This design comes from an exercise in tuning for small area on the open sky130 flow, not from production work. In this exercise RTL edits were held to simulation tests only and were not proved equivalent to the original. Power figures rest on the tool's default switching activity, not on a simulated workload.

## design/flow/constraint.sdc

```tcl
create_clock -name core_clock -period 12.0 [get_ports {mclk}]
set_input_delay 2.4000 -clock core_clock [delete_from_list [all_inputs] [get_ports {mclk}]]
set_output_delay 2.4000 -clock core_clock [all_outputs]
set_load 0.01 [all_outputs]
```

## design/flow/config.mk

```make
export PLATFORM = sky130hd
export DESIGN_NAME = watch
export DESIGN_NICKNAME = watch
export VERILOG_FILES = /design/flow/design.v
export SDC_FILE = /design/flow/constraint.sdc
export NUM_CORES = 4
export LEC_CHECK = 0
export CAP_MARGIN = 20
export CORE_MARGIN = 2
export CORE_UTILIZATION = 40
export SLEW_MARGIN = 20
```

## design/flow/design.v

```verilog
module seg7dec
(
	input [3:0] val,
	output reg [6:0] seg  
);
always @(*)
begin
	case (val[3:0])
		4'h0: seg[6:0] = 7'b111_1110;
		4'h1: seg[6:0] = 7'b011_0000;
		4'h2: seg[6:0] = 7'b110_1101;
		4'h3: seg[6:0] = 7'b111_1001;
		4'h4: seg[6:0] = 7'b011_0011;
		4'h5: seg[6:0] = 7'b101_1011;
		4'h6: seg[6:0] = 7'b101_1111;
		4'h7: seg[6:0] = 7'b111_0010;
		4'h8: seg[6:0] = 7'b111_1111;
		default: seg[6:0] = 7'b111_1011;  
	endcase
end
endmodule
module seg7dec2
(
	input [3:0] hi,
	input [3:0] lo,
	output [6:0] highDigit,
	output [6:0] lowDigit
);
seg7dec high(.val(hi), .seg(highDigit));
seg7dec low(.val(lo), .seg(lowDigit));
endmodule
module seg7Display
(
	input mclk,
	input clr,
	input run,
	input pe2,
	input [22:0] t,
	output [6:0] minHigh,
	output [6:0] minLow,
	output [6:0] secHigh,
	output [6:0] secLow,
	output [6:0] milHigh,
	output [6:0] milLow
);
reg lap;
reg [22:0] buff;
wire showLap = run & (lap | pe2);
wire [22:0] d = showLap ? buff : t;
always @(posedge mclk)
begin
	lap <= showLap & ~clr;
	if ((run & pe2) | clr)
		buff <= t;
end
seg7dec2 minseg(.hi(d[22:19]), .lo(d[18:15]), .highDigit(minHigh), .lowDigit(minLow));
seg7dec2 secseg(.hi({1'b0, d[14:12]}), .lo(d[11:8]), .highDigit(secHigh), .lowDigit(secLow));
seg7dec2 milseg(.hi(d[7:4]), .lo(d[3:0]), .highDigit(milHigh), .lowDigit(milLow));
endmodule
module ledbar
(
	input mclk,
	input reset,
	input run,
	input pe1,
	output reg [3:0] led
);
reg [7:0] pres;
wire term = pres[7] & pres[6] & pres[3];    
always @(posedge mclk)
begin
	if (reset | (~run & pe1)) begin
		pres <= 8'd0;
		led <= 4'd0;
	end
	else if (run) begin
		pres <= term ? 8'd0 : pres + 8'd1;
		if (term)
			led <= led[3] ? 4'b0000 : {led[2:0], 1'b1};
	end
end
endmodule
module timer
(
	input mclk,
	input clr,
	input run,
	input pe1,
	output [22:0] t
);
reg pend;           
reg [3:0] pres;
reg [3:0] ms0, ms1, s0, m0, m1;
reg [2:0] s1;
assign t = {m1, m0, s1, s0, ms1, ms0};
wire zero = clr | (~run & pend);
wire tick = run & pres[3] & pres[1];
wire c0 = tick & ms0[3] & ms0[0];
wire c1 = c0 & ms1[3] & ms1[0];
wire s60 = s1[2] & s1[1];
wire c2 = c1 & s0[3] & s0[0];
wire cm = tick & s60;
wire c3 = cm & m0[3] & m0[0];
always @(posedge mclk)
begin
	if (clr)
		pend <= 1'b0;
	else if (~run)
		pend <= pe1 & ~pend;
	if (zero)
		pres <= 4'd0;
	else if (run)
		pres <= tick ? 4'd0 : pres + 4'd1;
	if (zero) begin
		ms0 <= 4'd0; ms1 <= 4'd0; s0 <= 4'd0; s1 <= 3'd0; m0 <= 4'd0; m1 <= 4'd0;
	end
	else begin
		if (tick)
			ms0 <= c0 ? 4'd0 : ms0 + 4'd1;
		if (c0)
			ms1 <= c1 ? 4'd0 : ms1 + 4'd1;
		if (cm | c1)
			s0 <= (cm | c2) ? 4'd0 : s0 + 4'd1;
		if (cm | c2)
			s1 <= cm ? 3'd0 : s1 + 3'd1;
		if (cm)
			m0 <= c3 ? 4'd0 : m0 + 4'd1;
		if (c3)
			m1 <= (m1[3] & m1[0]) ? 4'd0 : m1 + 4'd1;
	end
end
endmodule
module buttonStateMachine
(
	input mclk,
	input b0,
	input b1,
	input b2,
	input reset,
	output run,
	output pe1,
	output rst,
	output runX,
	output pe1X,
	output pe2X,
	output clr
);
reg r0, r1, r2, r3;
reg [3:0] c0, c1, c2;    
reg runR;
assign rst = r2;
assign clr = r2 | r3;
wire pe0X = ~c0[3] & c0[2];
assign pe1X = ~c1[3] & c1[2];
assign pe2X = ~c2[3] & c2[2];
assign pe1 = ~c1[2] & c1[1];
assign run = ~r3 & (runR ^ pe0X);
assign runX = runR;
always @(posedge mclk)
begin
	r0 <= ~reset;
	r1 <= r0;
	r2 <= r1;
	r3 <= r2;
	c0 <= {c0[2], c0[1], c0[0] & ~clr, b0};
	c1 <= {c1[2], c1[1], c1[0] & ~clr, b1};
	c2 <= {c2[2], c2[1], c2[0] & ~clr, b2};
	runR <= run & ~r2;
end
endmodule
module watch
(
	input mclk,
	input b0,
	input b1,
	input b2,
	input reset,
	output [6:0] segMin1,
	output [6:0] segMin2,
	output [6:0] segSec1,
	output [6:0] segSec2,
	output [6:0] segmil1,
	output [6:0] segmil2,
	output [3:0] led
);
wire run;      
wire pe1;      
wire rst;      
wire runX;     
wire pe1X;     
wire pe2X;     
wire clr;      
buttonStateMachine bsm(.mclk(mclk), .b0(b0), .b1(b1), .b2(b2), .reset(reset),
	.run(run), .pe1(pe1), .rst(rst), .runX(runX), .pe1X(pe1X), .pe2X(pe2X), .clr(clr));
wire [22:0] t;    
timer gettimer(.mclk(mclk), .clr(clr), .run(runX), .pe1(pe1X), .t(t));
ledbar ledb(.mclk(mclk), .reset(rst), .run(run), .pe1(pe1), .led(led));
seg7Display seg(.mclk(mclk), .clr(clr), .run(runX), .pe2(pe2X), .t(t),
	.minHigh(segMin1), .minLow(segMin2), .secHigh(segSec1), .secLow(segSec2),
	.milHigh(segmil1), .milLow(segmil2));
endmodule
```

## design/flow/run.sh

```bash
#!/bin/bash
# synth_recipe.tcl (not shown) runs the flow's synth.tcl, then flattens the netlist and writes it again
# the make line also repeats each setting of config.mk as NAME=value (left out here)
make -C /OpenROAD-flow-scripts/flow DESIGN_CONFIG=/design/flow/config.mk WORK_HOME=/design/flow/orfs CLKGATE_MAP_FILE= SYNTH_SCRIPT=/design/flow/synth_recipe.tcl finish
```

==> flow_results.xml <==
<?xml version="1.0" encoding="UTF-8"?>
<metrics>
  <group name="run_status">
    <metric name="outcome" unit="">complete, no violations</metric>
  </group>
  <group name="global_route">
    <metric name="first_global_vias" unit="">2822</metric>
    <metric name="globalRouteMet3Util" unit="%">2.514</metric>
    <metric name="grt_usage" unit="%">13.37</metric>
    <metric name="grt_util_met1" unit="%">16.72</metric>
    <metric name="grt_max_degree" unit="">24</metric>
    <metric name="global_route.usage.met2" unit="%">22.12</metric>
    <metric name="grt_antenna_before_repair" unit="">0</metric>
    <metric name="grt-busiest-layer" unit="">met2</metric>
    <metric name="global_route.overflow_total" unit="">0</metric>
    <metric name="global_route_wire_length_before_repair" unit="um">12340</metric>
  </group>
  <group name="clocking">
    <metric name="clkLatencyLatePin" unit="ns">0.35</metric>
    <metric name="clk_slew_on_worst_s_h_paths" unit="ns">0.07</metric>
    <metric name="post_cts_setup_buffers" unit="">0</metric>
    <metric name="tritoncts.num_buffers" unit="">9</metric>
    <metric name="cts_num_sinks" unit="">81</metric>
    <metric name="post_cts_resize_count" unit="">0</metric>
    <metric name="cts-root-buf" unit="">clkbuf_8</metric>
    <metric name="cts_tree" unit="">built</metric>
    <metric name="htree_levels" unit="">3</metric>
    <metric name="max-clock-path-buffers" unit="">2</metric>
    <metric name="ctsHoldBuffers" unit="">0</metric>
  </group>
  <group name="yosys">
    <metric name="postSynthNetCount" unit="">468</metric>
    <metric name="synth-seq-cells" unit="">81</metric>
    <metric name="synthesis.area" unit="sq mm">0.004189</metric>
    <metric name="ys_dominant_reg_cell" unit="">dfxtp_1</metric>
    <metric name="synth-seq-area-share" unit="%">44.21</metric>
    <metric name="ys_warn_count" unit="">5</metric>
    <metric name="proportion_of_register_bits_with_asynchronous_set_or_reset_after_synthesis" unit="%">0</metric>
    <metric name="post_synth_num_cell_types" unit="">41</metric>
    <metric name="synthesis.instances" unit="">419</metric>
    <metric name="avgSynthCellArea" unit="sq um">9.998</metric>
    <metric name="synth-edff-count" unit="">23</metric>
  </group>
  <group name="routing">
    <metric name="ant_nets" unit="">0</metric>
    <metric name="drtPass1Iterations" unit="">4</metric>
    <metric name="drc" unit="">0</metric>
    <metric name="wl" unit="um">7017</metric>
    <metric name="initialDrtViolationCount" unit="">110</metric>
    <metric name="routedWlPerCell" unit="um">11.48</metric>
    <metric name="drt-vias-per-instance" unit="">4.835</metric>
    <metric name="vias" unit="">2954</metric>
  </group>
  <group name="power_and_ir_drop">
    <metric name="cellPowerDensity" unit="mW/mm^2">101.9</metric>
    <metric name="vdd_drop_max" unit="mV">0.08377</metric>
    <metric name="power" unit="uW">512.1</metric>
    <metric name="power.leakage" unit="nW">2.119</metric>
  </group>
  <group name="timing">
    <metric name="worst_slew_margin_rel" unit="%">34.63</metric>
    <metric name="post-route-period-util" unit="%">47.61</metric>
    <metric name="rsz_0062_raised_after_global_routing" unit="">false</metric>
    <metric name="period_needed" unit="ns">5.713</metric>
    <metric name="setup_slack" unit="ns">6.287</metric>
    <metric name="finClkSkew" unit="ns">0.008949</metric>
    <metric name="worst-slew-pin-transition" unit="ns">0.9782</metric>
    <metric name="clock.fmax" unit="MHz">175.0</metric>
    <metric name="finalHoldViolCount" unit="">0</metric>
    <metric name="setup_violations" unit="">0</metric>
    <metric name="slew_viol_final" unit="">0</metric>
    <metric name="fin_setup_tns" unit="ns">0</metric>
  </group>
  <group name="critical_path">
    <metric name="endpoint_kind" unit="">primary output</metric>
    <metric name="critPathArrivalTime" unit="ns">3.31</metric>
    <metric name="critical_path.startpoint_type" unit="">register</metric>
    <metric name="timing.critical_path.required" unit="ns">9.60</metric>
    <metric name="crit_type" unit="">reg -&gt; out</metric>
    <metric name="cp_max_fo" unit="">21</metric>
  </group>
  <group name="cells_and_area">
    <metric name="finalCoreUtilization" unit="%">49.14</metric>
    <metric name="area_growth_syn_to_layout" unit="%">20.01</metric>
    <metric name="n_antenna_cell" unit="">0</metric>
    <metric name="fillers" unit="">947</metric>
    <metric name="ratio_of_cells_with_drive_above_1_in_the_final_layout" unit="%">8.211</metric>
    <metric name="num-nets-final" unit="">519</metric>
    <metric name="final_cell_mix" unit="">dfxtp_1, clkdlybuf4s50_1, nand2_1</metric>
    <metric name="ff_latch_area" unit="sq mm">0.001852</metric>
    <metric name="mostFrequentLayoutCell" unit="">dfxtp_1</metric>
    <metric name="multiInputGateArea" unit="sq mm">0.002218</metric>
    <metric name="fin_area" unit="sq mm">0.005027</metric>
  </group>
  <group name="placement">
    <metric name="port-buffer-count" unit="">50</metric>
    <metric name="dp_slack" unit="ns">6.607</metric>
    <metric name="hpwl" unit="um">5077</metric>
    <metric name="placedInstanceArea" unit="sq mm">0.004816</metric>
    <metric name="place_congestion" unit="">0.7529</metric>
  </group>
  <group name="floorplan">
    <metric name="floorplan.rows" unit="">37</metric>
    <metric name="design.die.area" unit="sq mm">0.01131</metric>
    <metric name="die-width" unit="um">106.3</metric>
    <metric name="die_y" unit="um">106.3</metric>
    <metric name="start_util" unit="%">40.94</metric>
    <metric name="top_level_ports" unit="">51</metric>
    <metric name="fp.coreArea" unit="sq mm">0.01023</metric>
  </group>
  <group name="min_path">
    <metric name="worst_hold_path_type" unit="">reg -&gt; reg</metric>
  </group>
  <group name="run">
    <metric name="cap_viol_max_count" unit="">0</metric>
  </group>
</metrics>
-- worst paths after layout --
check / start / to / slack [ns] / depth (start not counted)
worst min-delay path: bsm.r1 / bsm.r2 / 0.33 / 0
worst min register to register: bsm.r1 / bsm.r2 / 0.33 / 0
worst max register to register: bsm.runR / gettimer.m0[3] / 9.89 / 5
worst max-delay path: bsm.c2[2] / segMin1[0] / 6.29 / 9
-- sequential cells by signal, summed over array words and instances, names as in the netlist, 4 cells and up --
| signal | count |
|---|---|
| bsm.c1 | 4 |
| gettimer.ms0 | 4 |
| gettimer.s0 | 4 |
| gettimer.m0 | 4 |
| ledb.pres | 8 |
| gettimer.pres | 4 |
| bsm.c2 | 4 |
| gettimer.ms1 | 4 |
| seg.buff | 23 |
| gettimer.m1 | 4 |
| bsm.c0 | 4 |
| ledb.led | 4 |
-- critical path, cell delays in order, from the launching register on --
cell and delay (ns):
dfxtp_1 0.31, nor2b_2 0.17, o21ai_4 0.47, buf_4 0.39
mux2i_1 0.43, inv_1 0.14, ha_1 0.20, mux2_2 0.25
nand2_1 0.07, clkdlybuf4s50_1 0.54
-- per-layer routing --
layer / wire length (um) / share of wire [%] / vias to the layer above
met2: 3185 / 45 / 48
met5: 0 / 0 / -
li1: - / - / 1547
met4: 142 / 2.0 / 0
met1: 3438 / 49 / 1348
met3: 250 / 3.6 / 11
-- kinds of logic (layout without fill, tap and decap cells) --
family / Yosys count / in the layout / synth area share (%)
and+or+nand+nor: 160 / 160 / 18.52
DFF: 81 / 81 / 44.21
AOI/OAI and AO/OA: 45 / 45 / 6.123
adders and majority gates: 44 / 44 / 13.14
muxes: 44 / 44 / 11.35
buffers and inverters: 28 / 84 / 3.106
xor gates and xnor gates: 17 / 17 / 3.554
-- synthesized netlist by cell type, drive strengths merged (2+ instances only) --
library cell / n / area share (%)
mux2i: 26 / 6.5
dfxtp: 58 / 28
a31oi: 5 / 0.75
xor2: 11 / 2.3
clkbuf: 6 / 0.54
nor2: 39 / 3.6
a21oi: 23 / 2.7
nand4: 5 / 0.75
nor3b: 2 / 0.36
inv: 16 / 1.4
nor3: 10 / 1.2
o211ai: 3 / 0.54
or3: 4 / 0.60
nand2: 47 / 4.2
buf: 6 / 1.1
a22o: 4 / 0.84
mux2: 18 / 4.8
nand2b: 7 / 1.0
nand3b: 7 / 1.3
ha: 44 / 13
and3: 3 / 0.45
o21ai: 9 / 1.1
or2: 2 / 0.30
xnor2: 6 / 1.3
nand3: 17 / 2.0
and2: 6 / 0.90
edfxtp: 23 / 16
nor2b: 6 / 0.96
-- report_power, final --
group	internal, mW	switching (mW)	leakage [nW]	total (mW)
Sequential	0.287	0.00297	0.725	0.290
Clock	0.117	0.0943	0.0995	0.211
Combinational	0.00463	0.00656	1.29	0.0112
Total	0.408	0.104	2.12	0.512
-- final cells by class --
class,instances,share of cell area [%]
timing repair buffer,52,10.25
clock inverter,5,1.593
tap,136,3.385
clock buffer,11,2.613
multi-input combinational,310,44.13
inverter,16,1.195
sequential,81,36.83
-- per-stage QoR --
| step | hold slack, ns | instances |
|---|---|---|
| finish | 0.3299 | 611 |
| global route | 0.3438 | 611 |
| CTS | 0.3325 | 611 |
| detailed placement | 0.3136 | 595 |
| global placement | 0.3124 | 595 |
| floorplan | 0.3096 | 419 |

==> re-timing with driven ports <==
The results above use ideal ports. As a check the final layout listed here was re-extracted and re-timed, cells and wires unchanged.
Step 1 (the two cells are an assumption about what drives the block):
set clk [get_ports {mclk}]
set_driving_cell -lib_cell sky130_fd_sc_hd__clkbuf_16 $clk
set_driving_cell -lib_cell sky130_fd_sc_hd__buf_2 [delete_from_list [all_inputs] $clk]
Step 2, shift: input delay + t, output delay - t, t = (earliest + latest rising clock arrival at the registers) / 2. This alone moves slack from input paths to output paths.
a / b / c = no drivers / after step 1 / after step 2; a / b = the first two.
t (ns): 0.375
setup slack, ns: 6.287 / 6.258 / 6.633
worst setup path after step 2: register to output
worst register clock-pin slew, ns: 0.08 / 0.08
After both steps setup and hold are still met in this run. For this run, drivers alone change the setup slack by -0.029 ns; drivers and shift together by +0.346 ns.
